From an optimization exercise on the open Yosys and OpenROAD flow, aimed at small area, a short achievable clock period and few clock cycles; shortcuts taken in it are not production practice.
For this run, only the layout was checked, not whether the RTL still works.
Power is estimated from default activity; no workload was simulated.

==> flow/design.v <==
module booth_mul(clk, rst, start, data_in, done, product);
  input clk, rst, start;
  input [31:0] data_in;
  output done;
  output [63:0] product;
  reg [31:0] M;             
  reg [31:0] Q;             
  reg        qm1;           
  reg [32:0] AS, AC;        
  reg        c;             
  reg        s_lm, s_lq, s_it, s_fin, s_dn;
  reg [3:0] cnt;
  assign done = s_dn;
  assign product = {AS[31:0], Q};
  wire idle = ~(s_lm | s_lq | s_it | s_fin);
  wire [3:0] x = s_lq ? data_in[3:0] : Q[3:0];
  wire xm1 = s_lq ? 1'b0 : qm1;
  wire [31:0] qin = s_lq ? data_in : Q;
  wire b0_2 = x[1], b0_1 = x[0], b0_0 = xm1;
  wire one0 = b0_1 ^ b0_0;
  wire two0 = (b0_2 & ~b0_1 & ~b0_0) | (~b0_2 & b0_1 & b0_0);
  wire ng0 = b0_2;
  wire [33:0] pp0;
  wire [32:0] mg0 = ({33{one0}} & {M[31], M}) | ({33{two0}} & {M, 1'b0});
  assign pp0[32:0] = mg0 ^ {33{ng0}};
  assign pp0[33] = ~pp0[32];
  wire b1_2 = x[3], b1_1 = x[2], b1_0 = x[1];
  wire one1 = b1_1 ^ b1_0;
  wire two1 = (b1_2 & ~b1_1 & ~b1_0) | (~b1_2 & b1_1 & b1_0);
  wire ng1 = b1_2;
  wire [33:0] pp1;
  wire [32:0] mg1 = ({33{one1}} & {M[31], M}) | ({33{two1}} & {M, 1'b0});
  assign pp1[32:0] = mg1 ^ {33{ng1}};
  assign pp1[33] = ~pp1[32];
  wire s1, k2, s3, k4, s5, k6, s7, k8, s9, k10, s11, k12, s13, k14, s15, k16, s17, k18, s19, k20, s21, k22, s23, k24, s25, k26, s27, k28, s29, k30, s31, k32, s33, k34, s35, k36, s37, k38, s39, k40, s41, k42, s43, k44, s45, k46, s47, k48, s49, k50, s51, k52, s53, k54, s55, k56, s57, k58, s59, k60, s61, k62, s63, k64, s65, k66, s67, k68, s69, k70, s71, k72, s73, k74, s75, k76, s77, k78, s79, k80, s81, k82, s83, k84, s85, k86, s87, k88, s89, k90, s91, k92, s93, k94, s95, k96, s97, k98, s99, k100, s101, k102, s103, k104, s105, k106, s107, k108, s109, k110, s111, k112, s113, k114, s115, k116, s117, k118, s119, k120, s121, k122, s123, k124, s125, k126, s127, k128, s129, k130, s131, k132, s133, k134, s135, k136, s137, k138, s139, k140, s141, k142, s143, k144, s145, k146, s147, k148, s149, k150, s151, k152, s153, k154, s155, k156, s157, k158, s159, k160, s161, k162, s163, k164, s165, k166, s167, k168, s169, k170, s171, k172, s173, k174, s175, k176, s177, k178, s179, k180, s181, k182, s183, k184, s185, k186, s187, k188, s189, k190, s191, k192, s193, k194;
  assign s1 = AS[0] ^ AC[0];
  assign k2 = AS[0] & AC[0];
  assign s3 = AS[2] ^ AC[2];
  assign k4 = AS[2] & AC[2];
  assign s5 = AS[3] ^ AC[3];
  assign k6 = AS[3] & AC[3];
  assign s7 = AS[4] ^ AC[4];
  assign k8 = AS[4] & AC[4];
  assign s9 = AS[5] ^ AC[5];
  assign k10 = AS[5] & AC[5];
  assign s11 = AS[6] ^ AC[6];
  assign k12 = AS[6] & AC[6];
  assign s13 = AS[7] ^ AC[7];
  assign k14 = AS[7] & AC[7];
  assign s15 = AS[8] ^ AC[8];
  assign k16 = AS[8] & AC[8];
  assign s17 = AS[9] ^ AC[9];
  assign k18 = AS[9] & AC[9];
  assign s19 = AS[10] ^ AC[10];
  assign k20 = AS[10] & AC[10];
  assign s21 = AS[11] ^ AC[11];
  assign k22 = AS[11] & AC[11];
  assign s23 = AS[12] ^ AC[12];
  assign k24 = AS[12] & AC[12];
  assign s25 = AS[13] ^ AC[13];
  assign k26 = AS[13] & AC[13];
  assign s27 = AS[14] ^ AC[14];
  assign k28 = AS[14] & AC[14];
  assign s29 = AS[15] ^ AC[15];
  assign k30 = AS[15] & AC[15];
  assign s31 = AS[16] ^ AC[16];
  assign k32 = AS[16] & AC[16];
  assign s33 = AS[17] ^ AC[17];
  assign k34 = AS[17] & AC[17];
  assign s35 = AS[18] ^ AC[18];
  assign k36 = AS[18] & AC[18];
  assign s37 = AS[19] ^ AC[19];
  assign k38 = AS[19] & AC[19];
  assign s39 = AS[20] ^ AC[20];
  assign k40 = AS[20] & AC[20];
  assign s41 = AS[21] ^ AC[21];
  assign k42 = AS[21] & AC[21];
  assign s43 = AS[22] ^ AC[22];
  assign k44 = AS[22] & AC[22];
  assign s45 = AS[23] ^ AC[23];
  assign k46 = AS[23] & AC[23];
  assign s47 = AS[24] ^ AC[24];
  assign k48 = AS[24] & AC[24];
  assign s49 = AS[25] ^ AC[25];
  assign k50 = AS[25] & AC[25];
  assign s51 = AS[26] ^ AC[26];
  assign k52 = AS[26] & AC[26];
  assign s53 = AS[27] ^ AC[27];
  assign k54 = AS[27] & AC[27];
  assign s55 = AS[28] ^ AC[28];
  assign k56 = AS[28] & AC[28];
  assign s57 = AS[29] ^ AC[29];
  assign k58 = AS[29] & AC[29];
  assign s59 = AS[30] ^ AC[30];
  assign k60 = AS[30] & AC[30];
  assign s61 = c ^ pp0[0];
  assign k62 = c & pp0[0];
  assign s63 = AS[1] ^ AC[1] ^ pp0[1];
  assign k64 = (AS[1] & AC[1]) | (AS[1] & pp0[1]) | (AC[1] & pp0[1]);
  assign s65 = pp0[2] ^ pp1[0] ^ ng1;
  assign k66 = (pp0[2] & pp1[0]) | (pp0[2] & ng1) | (pp1[0] & ng1);
  assign s67 = pp0[3] ^ pp1[1] ^ s5;
  assign k68 = (pp0[3] & pp1[1]) | (pp0[3] & s5) | (pp1[1] & s5);
  assign s69 = pp0[4] ^ pp1[2] ^ s7;
  assign k70 = (pp0[4] & pp1[2]) | (pp0[4] & s7) | (pp1[2] & s7);
  assign s71 = pp0[5] ^ pp1[3] ^ s9;
  assign k72 = (pp0[5] & pp1[3]) | (pp0[5] & s9) | (pp1[3] & s9);
  assign s73 = pp0[6] ^ pp1[4] ^ s11;
  assign k74 = (pp0[6] & pp1[4]) | (pp0[6] & s11) | (pp1[4] & s11);
  assign s75 = pp0[7] ^ pp1[5] ^ s13;
  assign k76 = (pp0[7] & pp1[5]) | (pp0[7] & s13) | (pp1[5] & s13);
  assign s77 = pp0[8] ^ pp1[6] ^ s15;
  assign k78 = (pp0[8] & pp1[6]) | (pp0[8] & s15) | (pp1[6] & s15);
  assign s79 = pp0[9] ^ pp1[7] ^ s17;
  assign k80 = (pp0[9] & pp1[7]) | (pp0[9] & s17) | (pp1[7] & s17);
  assign s81 = pp0[10] ^ pp1[8] ^ s19;
  assign k82 = (pp0[10] & pp1[8]) | (pp0[10] & s19) | (pp1[8] & s19);
  assign s83 = pp0[11] ^ pp1[9] ^ s21;
  assign k84 = (pp0[11] & pp1[9]) | (pp0[11] & s21) | (pp1[9] & s21);
  assign s85 = pp0[12] ^ pp1[10] ^ s23;
  assign k86 = (pp0[12] & pp1[10]) | (pp0[12] & s23) | (pp1[10] & s23);
  assign s87 = pp0[13] ^ pp1[11] ^ s25;
  assign k88 = (pp0[13] & pp1[11]) | (pp0[13] & s25) | (pp1[11] & s25);
  assign s89 = pp0[14] ^ pp1[12] ^ s27;
  assign k90 = (pp0[14] & pp1[12]) | (pp0[14] & s27) | (pp1[12] & s27);
  assign s91 = pp0[15] ^ pp1[13] ^ s29;
  assign k92 = (pp0[15] & pp1[13]) | (pp0[15] & s29) | (pp1[13] & s29);
  assign s93 = pp0[16] ^ pp1[14] ^ s31;
  assign k94 = (pp0[16] & pp1[14]) | (pp0[16] & s31) | (pp1[14] & s31);
  assign s95 = pp0[17] ^ pp1[15] ^ s33;
  assign k96 = (pp0[17] & pp1[15]) | (pp0[17] & s33) | (pp1[15] & s33);
  assign s97 = pp0[18] ^ pp1[16] ^ s35;
  assign k98 = (pp0[18] & pp1[16]) | (pp0[18] & s35) | (pp1[16] & s35);
  assign s99 = pp0[19] ^ pp1[17] ^ s37;
  assign k100 = (pp0[19] & pp1[17]) | (pp0[19] & s37) | (pp1[17] & s37);
  assign s101 = pp0[20] ^ pp1[18] ^ s39;
  assign k102 = (pp0[20] & pp1[18]) | (pp0[20] & s39) | (pp1[18] & s39);
  assign s103 = pp0[21] ^ pp1[19] ^ s41;
  assign k104 = (pp0[21] & pp1[19]) | (pp0[21] & s41) | (pp1[19] & s41);
  assign s105 = pp0[22] ^ pp1[20] ^ s43;
  assign k106 = (pp0[22] & pp1[20]) | (pp0[22] & s43) | (pp1[20] & s43);
  assign s107 = pp0[23] ^ pp1[21] ^ s45;
  assign k108 = (pp0[23] & pp1[21]) | (pp0[23] & s45) | (pp1[21] & s45);
  assign s109 = pp0[24] ^ pp1[22] ^ s47;
  assign k110 = (pp0[24] & pp1[22]) | (pp0[24] & s47) | (pp1[22] & s47);
  assign s111 = pp0[25] ^ pp1[23] ^ s49;
  assign k112 = (pp0[25] & pp1[23]) | (pp0[25] & s49) | (pp1[23] & s49);
  assign s113 = pp0[26] ^ pp1[24] ^ s51;
  assign k114 = (pp0[26] & pp1[24]) | (pp0[26] & s51) | (pp1[24] & s51);
  assign s115 = pp0[27] ^ pp1[25] ^ s53;
  assign k116 = (pp0[27] & pp1[25]) | (pp0[27] & s53) | (pp1[25] & s53);
  assign s117 = pp0[28] ^ pp1[26] ^ s55;
  assign k118 = (pp0[28] & pp1[26]) | (pp0[28] & s55) | (pp1[26] & s55);
  assign s119 = pp0[29] ^ pp1[27] ^ s57;
  assign k120 = (pp0[29] & pp1[27]) | (pp0[29] & s57) | (pp1[27] & s57);
  assign s121 = pp0[30] ^ pp1[28] ^ s59;
  assign k122 = (pp0[30] & pp1[28]) | (pp0[30] & s59) | (pp1[28] & s59);
  assign s123 = AS[31] ^ pp0[31] ^ pp1[29];
  assign k124 = (AS[31] & pp0[31]) | (AS[31] & pp1[29]) | (pp0[31] & pp1[29]);
  assign s125 = AS[32] ^ pp0[32];
  assign k126 = AS[32] & pp0[32];
  assign s127 = ng0 ^ s1;
  assign k128 = ng0 & s1;
  assign s129 = k2 ^ s63 ^ k62;
  assign k130 = (k2 & s63) | (k2 & k62) | (s63 & k62);
  assign s131 = s3 ^ s65 ^ k64;
  assign k132 = (s3 & s65) | (s3 & k64) | (s65 & k64);
  assign s133 = k4 ^ s67 ^ k66;
  assign k134 = (k4 & s67) | (k4 & k66) | (s67 & k66);
  assign s135 = k6 ^ s69 ^ k68;
  assign k136 = (k6 & s69) | (k6 & k68) | (s69 & k68);
  assign s137 = k8 ^ s71 ^ k70;
  assign k138 = (k8 & s71) | (k8 & k70) | (s71 & k70);
  assign s139 = k10 ^ s73 ^ k72;
  assign k140 = (k10 & s73) | (k10 & k72) | (s73 & k72);
  assign s141 = k12 ^ s75 ^ k74;
  assign k142 = (k12 & s75) | (k12 & k74) | (s75 & k74);
  assign s143 = k14 ^ s77 ^ k76;
  assign k144 = (k14 & s77) | (k14 & k76) | (s77 & k76);
  assign s145 = k16 ^ s79 ^ k78;
  assign k146 = (k16 & s79) | (k16 & k78) | (s79 & k78);
  assign s147 = k18 ^ s81 ^ k80;
  assign k148 = (k18 & s81) | (k18 & k80) | (s81 & k80);
  assign s149 = k20 ^ s83 ^ k82;
  assign k150 = (k20 & s83) | (k20 & k82) | (s83 & k82);
  assign s151 = k22 ^ s85 ^ k84;
  assign k152 = (k22 & s85) | (k22 & k84) | (s85 & k84);
  assign s153 = k24 ^ s87 ^ k86;
  assign k154 = (k24 & s87) | (k24 & k86) | (s87 & k86);
  assign s155 = k26 ^ s89 ^ k88;
  assign k156 = (k26 & s89) | (k26 & k88) | (s89 & k88);
  assign s157 = k28 ^ s91 ^ k90;
  assign k158 = (k28 & s91) | (k28 & k90) | (s91 & k90);
  assign s159 = k30 ^ s93 ^ k92;
  assign k160 = (k30 & s93) | (k30 & k92) | (s93 & k92);
  assign s161 = k32 ^ s95 ^ k94;
  assign k162 = (k32 & s95) | (k32 & k94) | (s95 & k94);
  assign s163 = k34 ^ s97 ^ k96;
  assign k164 = (k34 & s97) | (k34 & k96) | (s97 & k96);
  assign s165 = k36 ^ s99 ^ k98;
  assign k166 = (k36 & s99) | (k36 & k98) | (s99 & k98);
  assign s167 = k38 ^ s101 ^ k100;
  assign k168 = (k38 & s101) | (k38 & k100) | (s101 & k100);
  assign s169 = k40 ^ s103 ^ k102;
  assign k170 = (k40 & s103) | (k40 & k102) | (s103 & k102);
  assign s171 = k42 ^ s105 ^ k104;
  assign k172 = (k42 & s105) | (k42 & k104) | (s105 & k104);
  assign s173 = k44 ^ s107 ^ k106;
  assign k174 = (k44 & s107) | (k44 & k106) | (s107 & k106);
  assign s175 = k46 ^ s109 ^ k108;
  assign k176 = (k46 & s109) | (k46 & k108) | (s109 & k108);
  assign s177 = k48 ^ s111 ^ k110;
  assign k178 = (k48 & s111) | (k48 & k110) | (s111 & k110);
  assign s179 = k50 ^ s113 ^ k112;
  assign k180 = (k50 & s113) | (k50 & k112) | (s113 & k112);
  assign s181 = k52 ^ s115 ^ k114;
  assign k182 = (k52 & s115) | (k52 & k114) | (s115 & k114);
  assign s183 = k54 ^ s117 ^ k116;
  assign k184 = (k54 & s117) | (k54 & k116) | (s117 & k116);
  assign s185 = k56 ^ s119 ^ k118;
  assign k186 = (k56 & s119) | (k56 & k118) | (s119 & k118);
  assign s187 = k58 ^ s121 ^ k120;
  assign k188 = (k58 & s121) | (k58 & k120) | (s121 & k120);
  assign s189 = k60 ^ s123 ^ k122;
  assign k190 = (k60 & s123) | (k60 & k122) | (s123 & k122);
  assign s191 = pp1[30] ^ s125 ^ k124;
  assign k192 = (pp1[30] & s125) | (pp1[30] & k124) | (s125 & k124);
  assign s193 = pp0[33] ^ pp1[31] ^ k126;
  assign k194 = (pp0[33] & pp1[31]) | (pp0[33] & k126) | (pp1[31] & k126);
  wire [3:0] lr1 = {s133, s131, s129, s61};
  wire [3:0] lr2 = {k132, k130, k128, s127};
  wire [4:0] lo = lr1 + lr2;
  wire [32:0] nas = {1'b0, pp1[33], pp1[32], s193, s191, s189, s187, s185, s183, s181, s179, s177, s175, s173, s171, s169, s167, s165, s163, s161, s159, s157, s155, s153, s151, s149, s147, s145, s143, s141, s139, s137, s135};
  wire [32:0] nac = {1'b0, 1'b0, k194, k192, k190, k188, k186, k184, k182, k180, k178, k176, k174, k172, k170, k168, k166, k164, k162, k160, k158, k156, k154, k152, k150, k148, k146, k144, k142, k140, k138, k136, k134};
  localparam [31:0] KOFF = 32'h55555556;
  wire [31:0] fs = AS[31:0] ^ AC[31:0] ^ KOFF;
  wire [31:0] fc = (AS[31:0] & AC[31:0]) | (AS[31:0] & KOFF) | (AC[31:0] & KOFF);
  wire [31:0] phi = fs + {fc[30:0], 1'b0} + {31'd0, c};
  always @(posedge clk) begin
    if (rst) begin
      s_lm <= 1'b0; s_lq <= 1'b0; s_it <= 1'b0; s_fin <= 1'b0; s_dn <= 1'b0;
    end else begin
      s_lm <= idle & start;
      s_lq <= s_lm;
      s_it <= s_lq | (s_it & (cnt != 4'd7));
      s_fin <= s_it & (cnt == 4'd7);
      if (idle & start) s_dn <= 1'b0;
      else if (s_fin) s_dn <= 1'b1;
    end
  end
  always @(posedge clk) begin
    if (s_lq) cnt <= 4'd1;
    else if (s_it) cnt <= cnt + 4'd1;
  end
  always @(posedge clk) begin
    if (s_lm) M <= data_in;
  end
  always @(posedge clk) begin
    if (s_lq | s_it) begin
      Q <= {lo[3:0], qin[31:4]};
      qm1 <= x[3];
    end
  end
  always @(posedge clk) begin
    if (s_lm) begin
      AS <= 33'd0; AC <= 33'd0; c <= 1'b0;
    end else if (s_lq | s_it) begin
      AS <= nas; AC <= nac; c <= lo[4];
    end else if (s_fin) begin
      AS <= {1'b0, phi};
    end
  end
endmodule
==> flow/run.sh <==
#!/bin/bash
# synth_recipe.tcl (not shown) runs the flow's synth.tcl, then flattens the netlist and writes it again
# the make line also repeats each setting of config.mk as NAME=value (left out here)
make -C /OpenROAD-flow-scripts/flow DESIGN_CONFIG=/design/flow/config.mk WORK_HOME=/design/flow/orfs CLKGATE_MAP_FILE= SYNTH_SCRIPT=/design/flow/synth_recipe.tcl finish
==> flow/config.mk <==
export PLATFORM = sky130hd
export DESIGN_NAME = booth_mul
export DESIGN_NICKNAME = booth_mul
export VERILOG_FILES = /design/flow/design.v
export SDC_FILE = /design/flow/constraint.sdc
export NUM_CORES = 4
export LEC_CHECK = 0
export CAP_MARGIN = 20
export CORE_MARGIN = 2
export CORE_UTILIZATION = 40
export PLACE_DENSITY = 0.6
export SLEW_MARGIN = 20
==> flow/constraint.sdc <==
create_clock -name core_clock -period 5.0 [get_ports {clk}]
set_input_delay 1.0000 -clock core_clock [delete_from_list [all_inputs] [get_ports {clk}]]
set_output_delay 1.0000 -clock core_clock [all_outputs]
set_load 0.01 [all_outputs]
==> impl_metrics.json <==
{
  "power_density_nw_per_um2": 674,
  "hold_depth": 2,
  "crit_path_start_kind": "input pin",
  "met1_length_mm": 14.0,
  "power.total_mw": 8.40,
  "synth_nets": 1307,
  "antenna_cells": 0,
  "htree_levels": 4,
  "cts-hold-fix-buffers": 0,
  "crit_slowest_cell": "fa_1",
  "grt_overflow": 0,
  "yosysUniqueCellTypes": 55,
  "die_w_um": 166,
  "cpPeakStageDelay_ns": 0.51,
  "ys_async_sr_fraction": 0,
  "finalCritPeriodShare": 0.829,
  "min-delay-start": "AC[1]",
  "fp.coreArea_um2": 25800,
  "antenna_found_initial": 0,
  "reg2reg_slack_ns": 1.03,
  "drt-wirelength-per-cell_um": 17.9,
  "clock_sinks": 138,
  "grt_pass1_vias": 8112,
  "drive_gt1_frac": 0.0793,
  "min_period_ns": 4.14,
  "portBuffers": 99,
  "viasPerCell": 5.43,
  "path_buf_inv": 1,
  "reg2regPathDepth": 13,
  "path_cells": "clkdlybuf4s50_1 > mux2i_1 > or2_2 > o21ai_0 > nor2_1 > nor2_1 > a221oi_1 > fa_1 > fa_1 > ha_1 > a211oi_1 > nor3_1",
  "tns_ns": 0,
  "hp-class": "register to register",
  "critPathRequiredTime_ns": 5.29,
  "hpwl_mm": 20.6,
  "die_h_um": 166,
  "first_pass_iters": 6,
  "cts_resized": 0,
  "grt_max_degree": 78,
  "status": "finished clean",
  "clk_latency_ns": 0.43,
  "critPathMaxFanout": 14,
  "postRouteAntennaNets": 0,
  "place_area_um2": 11800,
  "wl_met3_mm": 1.63,
  "wl_met2_mm": 11.5,
  "irDropWorstVdd_v": 0.000356,
  "n_fill_cell": 2474,
  "worst_pin_slew_ns": 0.854,
  "first_iter_violations": 631,
  "clock_path_buffers": 2,
  "max_freq_mhz": 241,
  "endpoint_kind": "register",
  "setup_viol": 0,
  "reg2reg_to": "AS[30]",
  "top_layer": "met4",
  "synthCells": 1123,
  "post-place-cells": 1513,
  "p_leak_nw": 5.00,
  "start_util": 0.405,
  "syn_to_final_growth_pct": 19.0,
  "ys_ff_latch": 138,
  "synth_area_per_cell_um2": 9.32,
  "cts_buffers": 17,
  "crit_family": "adder cells",
  "synthesis.area_um2": 10500,
  "hold_viol": 0,
  "stdcell_count": 1545,
  "cts_root_buffer": "clkbuf_16",
  "vias": 8386,
  "min_to": "AC[1]",
  "post_cts.repair.setup_buffers": 0,
  "skew_ns": 0.0138,
  "cts_tree": "built",
  "path_class": "input pin to register",
  "ios": 100,
  "gp_congestion": 0.905,
  "worstPathArrival_ns": 4.43,
  "nets": 1381,
  "grt_first_pass_wirelength_mm": 44.1,
  "synth_edf_count": 65,
  "synth_seq_area_share": 0.326,
  "yosysWarnings": 1,
  "cts.clk_slew.worst_paths_ns": 0.07,
  "track_usage": 0.200,
  "drc": 0,
  "wirelength_mm": 27.7,
  "ys.flop_type": "dfxtp_1",
  "design_area_um2": 12500,
  "rsz0062_at_grt": "false",
  "fp-row-count": 59,
  "slew_headroom": 0.431,
  "die_area_um2": 27500,
  "max-cap-violations": 0,
  "r2r-start": "AS[0]",
  "final_max_slew_viol_count": 0
}
==> stage by stage <==
step                      worst slack (ns)  hold WS [ns]   util
after global routing                 0.606         0.468  0.482
after floorplan                       1.15         0.431      -
after global placement               0.556         0.440  0.457
after detailed placement             0.436         0.444  0.457
final                                0.855         0.453  0.482
after CTS                            0.877         0.454  0.482
==> Yosys cell counts, drive strengths merged (20+ instances only) <==
cell type  number  area share
a211oi         21       0.015
mux2           28       0.030
nand2          95       0.034
inv            86       0.031
xnor2          54       0.045
a221oi         32       0.028
dfxtp          73        0.14
a22oi          34       0.024
clkbuf         59       0.021
ha             85        0.10
o21ai          70       0.033
nor2          136       0.049
fa             64        0.12
a21o           20       0.014
edfxtp         65        0.19
a21oi          81       0.039
==> worst register-to-register path, delay by kind of cell (launching register included) <==
family / cells / cell delay, ns
AO/OA/AOI/OAI: 7 / 2.11
XOR/XNOR: 1 / 0.18
adder cells (fa/ha/maj): 3 / 0.97
buffers and inverters: 1 / 0.06
flip-flops: 1 / 0.33
AND/OR/NAND/NOR: 1 / 0.19
==> flip-flops by register name (all words and copies together), names as in the netlist <==
register / count
s_lq: 1
s_fin: 1
cnt: 4
s_dn: 1
s_lm: 1
AC: 31
M: 32
qm1: 1
AS: 32
Q: 32
c: 1
s_it: 1
==> how the worst max path moves through the flow <==
stage                     startpoint  endpoint  cells past startpoint
after global routing      data_in[2]         c                     12
after detailed placement  data_in[2]         c                     12
after global placement    data_in[2]         c                     12
after CTS                 data_in[2]         c                     12
after floorplan           data_in[1]         c                     13
final                     data_in[2]         c                     12
==> metal layers <==
metal | up-vias | global-route usage
met5 | - | 0
met4 | 0 | 0.0612
met1 | 3999 | 0.304
li1 | 4080 | -
met2 | 272 | 0.290
met3 | 35 | 0.0331
==> final cells by class <==
| type | count | area, µm² | area share |
|---|---|---|---|
| tap | 335 | 419 | 0.0337 |
| clock inverter | 12 | 133 | 0.0107 |
| sequential | 138 | 3420 | 0.275 |
| inverter | 86 | 323 | 0.0259 |
| timing repair buffer | 120 | 1160 | 0.0932 |
| clock buffer | 20 | 500 | 0.0402 |
| multi-input combinational | 834 | 6500 | 0.522 |
==> kinds of logic (layout without fill, tap and decap cells) <==
logic type / Yosys count / in the layout / share of synthesized area
and+or+nand+nor: 277 / 277 / 0.110
DFF: 138 / 138 / 0.326
xor gates and xnor gates: 70 / 70 / 0.0586
muxes: 44 / 44 / 0.0454
buffers and inverters: 151 / 238 / 0.0550
AOI/OAI and AO/OA: 294 / 294 / 0.181
adders and majority gates: 149 / 149 / 0.224
==> cells in the final DEF (no fill, tap or decap), types with 3 or more instances in the layout <==
| cell | instances |
|---|---|
| a211oi_1 | 21 |
| a21o_1 | 19 |
| a21oi_1 | 81 |
| a221oi_1 | 30 |
| a22oi_1 | 34 |
| a31oi_1 | 8 |
| buf_4 | 20 |
| clkbuf_16 | 20 |
| clkdlybuf4s50_1 | 99 |
| dfxtp_1 | 70 |
| edfxtp_1 | 65 |
| fa_1 | 64 |
| ha_1 | 85 |
| inv_1 | 85 |
| inv_6 | 4 |
| inv_8 | 5 |
| mux2_2 | 28 |
| mux2i_1 | 16 |
| nand2_1 | 95 |
| nand2b_1 | 4 |
| nand3_1 | 12 |
| nand4_1 | 3 |
| nor2_1 | 133 |
| nor2b_1 | 6 |
| nor3_1 | 4 |
| nor4_1 | 4 |
| o211ai_1 | 3 |
| o21a_1 | 4 |
| o21ai_0 | 68 |
| o21bai_1 | 4 |
| o31ai_1 | 3 |
| xnor2_1 | 54 |
| xor2_1 | 16 |
==> where the power goes <==
group | switching [mW] | internal (mW) | leakage (nW) | total, mW
Sequential | 0.261 | 1.51 | 1.21 | 1.77
Clock | 0.592 | 0.758 | 0.313 | 1.35
Combinational | 2.92 | 2.35 | 3.48 | 5.27

-- static timing again, ports no longer ideal --
No port has a modelled driver above. Below, the same layout with a new extraction and two added sets of constraints. Step 1: set_driving_cell puts a clkbuf_16 on clk and a buf_2 on each other input, an assumption about the parent block. Step 2 moves the port delays by t, midway between the first and last clock arrival at a register: inputs arrive t later, outputs are due t later. That takes back most of the time a late clock gives input paths. Three values: ideal ports, drivers, drivers and shift; two values: the first two.
t, ns: 0.469
setup WS [ns]: 0.855 / 0.867 / 0.398
hold slack, ns: 0.453 / 0.453 / 0.453
slew at the worst register clock pin (ns): 0.07 / 0.07
worst slew at a driven data input, ns: 0.04
After both steps setup and hold are still met in this run. The setup slack of this run moves by +0.012 ns with the drivers and by -0.457 ns with both steps.
